What follows belongs to an exercise in optimizing a design on an open flow for small area and a short achievable clock period; a production flow would make more cautious choices.
Where RTL was checked, it was by simulation tests only, not by an equivalence proof against the original.
No activity file was given, so power comes from the tool's default toggle rates.

## alu_d
module alu_d #(parameter N = 32)
(
  input clk, rst,
  input [1:0] inp_valid,
  input mode,
  input [3:0] cmd,
  input ce, cin,
  input [N-1:0] opa, opb,
  output reg err, g, l, e,
  output oflow, cout,
  output [(2*N-1):0] res
);
Size: ~4500 cells after synthesis, ~250 flip-flops, ~36000 um^2 of cells after synthesis.
clock: 11.0 ns
lec_check: 0
abc_area: 1
cap_margin: 20
core_margin: 2
core_utilization: 50
cts_buf_list: sky130_fd_sc_hd__clkbuf_8
cts_cluster_diameter: 60
cts_cluster_size: 10
place_density: 0.6
slew_margin: 20
standard.sh (not shown) runs the stock make flow with config.mk's settings and CLKGATE_MAP_FILE= SYNTH_SCRIPT=/design/flow/synth_recipe.tcl, a recipe that flattens the netlist after the stock synthesis.
==> flow/flow/run.sh <==
#!/bin/bash
# The standard layout, with the port buffers made of a plain buffer cell
# (buf_2) instead of the delay-cell buffers buffer_ports picks by default,
# and timing repair aimed at a larger setup slack.
set -o pipefail
export BUFFER_PORTS_ARGS="-buffer_cell sky130_fd_sc_hd__buf_2"
export SETUP_SLACK_MARGIN=6
bash standard.sh > standard.log 2>&1
The baseline completed without violations.
Change:
--- a/flow/flow/run.sh
+++ b/flow/flow/run.sh
@@ -7 +7 @@
-export SETUP_SLACK_MARGIN=6
+export SETUP_SLACK_MARGIN=6.25
Settings changed: CORE_UTILIZATION 50 to 40.
Result: Utilization went down by 9.0 points. Via count went up by 1.1%. Combinational power went up by 14%. Sequential power went up by about 4%. Global-route usage went down by 7.0 points. Register-to-register slack improves by 0.21 ns.
Change:
--- a/flow/flow/run.sh
+++ b/flow/flow/run.sh
@@ -7 +7 @@
-export SETUP_SLACK_MARGIN=6.25
+export SETUP_SLACK_MARGIN=6
Settings changed: CTS_CLUSTER_SIZE 10 to 14.
Power decreases by a few percent. Count of clock-buffer cells in the layout went down by 6. Sequential power fell by a few percent. Cell area drops by a few percent.

* * *

alu_d, a different RTL version from the one above (not shown whole).
For scale: ~270 flip-flops.
==> flow/config.mk <==
export PLATFORM = sky130hd
export DESIGN_NAME = alu_d
export DESIGN_NICKNAME = alu_d
export VERILOG_FILES = /design/flow/design.v
export SDC_FILE = /design/flow/constraint.sdc
export NUM_CORES = 4
export LEC_CHECK = 0
export ABC_AREA = 1
export CAP_MARGIN = 20
export CORE_MARGIN = 2
export CORE_UTILIZATION = 40
export CTS_CLUSTER_DIAMETER = 60
export CTS_CLUSTER_SIZE = 10
export PLACE_DENSITY = 0.75
export SLEW_MARGIN = 20
==> flow/constraint.sdc <==
create_clock -name core_clock -period 11.0 [get_ports {clk}]
set_input_delay 2.2000 -clock core_clock [delete_from_list [all_inputs] [get_ports {clk}]]
set_output_delay 2.2000 -clock core_clock [all_outputs]
set_load 0.01 [all_outputs]
==> flow/flow/run.sh <==
#!/bin/bash
# The standard layout, with the port buffers made of a plain buffer cell
# (buf_2) instead of the delay-cell buffers buffer_ports picks by default,
# and timing repair aimed at a larger setup slack.
set -o pipefail
export BUFFER_PORTS_ARGS="-buffer_cell sky130_fd_sc_hd__buf_2"
export SETUP_SLACK_MARGIN=6
bash standard.sh > standard.log 2>&1
Then changed:
Settings changed: CTS_BUF_LIST from default to sky130_fd_sc_hd__clkbuf_8, PLACE_DENSITY 0.75 to 0.6.
What happened: The new run completed without violations. Die area does not change. Global-route usage came out higher by 0.87 points. Via count came out lower by a few percent. Routed wire length came out higher by a few percent. Area after synthesis does not change. Non-clock buffer count came out lower by 15. Critical path depth came out higher by 2. Register-to-register slack is about the same. Maximum frequency is about the same. Worst setup slack hardly moves.
Then changed:
Settings changed: CTS_BUF_LIST sky130_fd_sc_hd__clkbuf_8 to default.
Effect: The changed run produced a clean layout. Global-route usage barely changes. Power rises by a few percent. Wire length is about the same. Count of clock-buffer cells in the layout grows by 2. Clock power increases by well over a third. Worst hold slack barely changes. Combinational power falls slightly. Clock skew went down by 0.030 ns. Via count stays flat. Worst setup slack stays flat. Area after synthesis does not change.
No functional check of the RTL was part of any run of this note.

* * *

== JK ==
Another version of the RTL of alu_d (not shown whole).
Size in the first run: about 4,500 cells after synthesis, about 250 flip-flops, about 150 I/O pins, about 36,000 sq um of cells after synthesis.
clock: 11.0 ns
lec_check: 0
abc_area: 1
cap_margin: 20
core_margin: 2
core_utilization: 40
cts_buf_list: sky130_fd_sc_hd__clkbuf_8
cts_cluster_diameter: 60
cts_cluster_size: 10
place_density: 0.6
slew_margin: 20
==> flow/flow/run.sh <==
#!/bin/bash
# The standard layout, with the port buffers made of a plain buffer cell
# (buf_1) instead of the delay-cell buffers buffer_ports picks by default,
# and timing repair aimed at a larger setup slack.
set -o pipefail
export BUFFER_PORTS_ARGS="-buffer_cell sky130_fd_sc_hd__buf_1"
export SETUP_SLACK_MARGIN=6.45
bash standard.sh > standard.log 2>&1
For MS, these inputs were changed with respect to JK:
-- flow/flow/run.sh --
<<< JK, line 7
export SETUP_SLACK_MARGIN=6.45
>>> MS, line 7
export SETUP_SLACK_MARGIN=5.85
==> comparison <==
A critical path endpoint of res[55] is what JK shows, while s_r[41]$_DFF_P_ belongs to MS. sky130_fd_sc_hd__buf_4 as the standard cell with the maximum stage delay on the critical path was reported by MS, and sky130_fd_sc_hd__dfxtp_4 by JK. Post-layout worst setup margin (MS over JK): decrease, 0.27 ns. MS vs JK, sequential share of cell area went up by 0.97 points. Relative to JK, number of global-route vias before repair has increased by about 0.6% in MS. MS vs. JK: number of filler cells placed in the layout went up by about 5%.
Changes in AL relative to MS:
==> flow/flow/run.sh <==
#!/bin/bash
# The standard layout, with the port buffers made of a plain buffer cell
# (buf_2) instead of the delay-cell buffers buffer_ports picks by default,
# and timing repair aimed at a larger setup slack.
set -o pipefail
export BUFFER_PORTS_ARGS="-buffer_cell sky130_fd_sc_hd__buf_2"
export SETUP_SLACK_MARGIN=6
bash standard.sh > standard.log 2>&1
## What came out
AL finished every step from synthesis to the final layout, and the layout passed the timing, design-rule and antenna checks. AL vs MS — register-to-register slack rose 0.14 ns. Re final clock period utilization by the worst path: AL is 1.3 points down on MS. In the metrics for MS and AL, the one carrying the lower post-route minimum period is AL. From MS to AL the numbers moved as follows: clock skew fell 0.015 ns, slack of the critical path rose 0.14 ns. Delta(final standard cell utilization of the core, AL - MS) > 0. Growth of design area from synthesis to finish was higher in the run labelled AL. The run with more routed wire is MS, not AL.
--- input diff AL..TR ---
Settings: SETUP_SLACK_MARGIN now 5, previously not set.
==> flow/run.sh (new file) <==
#!/bin/bash
# synth_recipe.tcl (not shown) runs the flow's synth.tcl, then flattens the netlist and writes it again
# the make line also repeats each setting of config.mk as NAME=value (left out here)
make -C /OpenROAD-flow-scripts/flow DESIGN_CONFIG=/design/flow/config.mk WORK_HOME=/design/flow/orfs CLKGATE_MAP_FILE= SYNTH_SCRIPT=/design/flow/synth_recipe.tcl finish
removed: flow/flow/run.sh
removed: flow/standard.sh
## What came out
- TR reached the end of the flow, and the finished layout is clean on the timing, design-rule and antenna checks.
- Taking AL as the reference, in TR endpoint arrival time on the critical path fell 1.93 ns; required time of the critical path moved down.
- TR vs. AL: power per unit of standard cell area saw a decrease; final worst hold slack now smaller; share of layout cells above drive strength 1 down 4.7 points.
- Taking AL as the reference, in TR total routed wirelength shows no meaningful change, global-route usage closely matched the old numbers.
- AL reports its endpoint of the most critical setup path as s_r[46]$_DFF_P_ while TR reports res[23].

## separate check: timing with driven ports
No port has a modelled driver above. Below, the same layouts with a new extraction and two added sets of constraints. Step 1, drivers: a clkbuf_16 drives clk and a buf_2 each remaining input, both assumed. Step 2 times the ports against the registers' clock, not the clock port: input delays grow and output delays shrink by t, the midpoint of the rising clock arrivals with the driver on. a / b / c = ideal / step 1 / step 2; a / b = the first two.
run	t, ns	setup slack, ns	latest minus earliest clock arrival (ns)	pins driven straight from the clock port
the first run of note 1	0.690	6.030 / 5.961 / 5.793	0.056 / 0.055	1
the second run of note 1	0.702	6.271 / 6.209 / 5.775	0.037 / 0.037	1
the third run of note 1	0.741	6.037 / 5.978 / 5.839	0.034 / 0.034	1
the first run of note 2	0.655	6.068 / 6.009 / 5.721	0.025 / 0.025	1
the second run of note 2	0.671	6.070 / 6.018 / 5.672	0.052 / 0.052	1
the third run of note 2	0.623	6.071 / 6.002 / 5.633	0.027 / 0.027	1
JK	0.717	6.215 / 6.156 / 5.930	0.042 / 0.042	1
MS	0.674	5.946 / 5.946 / 5.923	0.056 / 0.056	1
AL	0.712	6.085 / 6.076 / 6.054	0.040 / 0.040	1
TR	0.693	5.266 / 5.203 / 5.435	0.069 / 0.069	1
After both steps setup and hold are still met in every run listed. For the second run of note 1, which loses most, drivers alone change the setup slack by -0.062 ns; drivers and shift together by -0.496 ns.
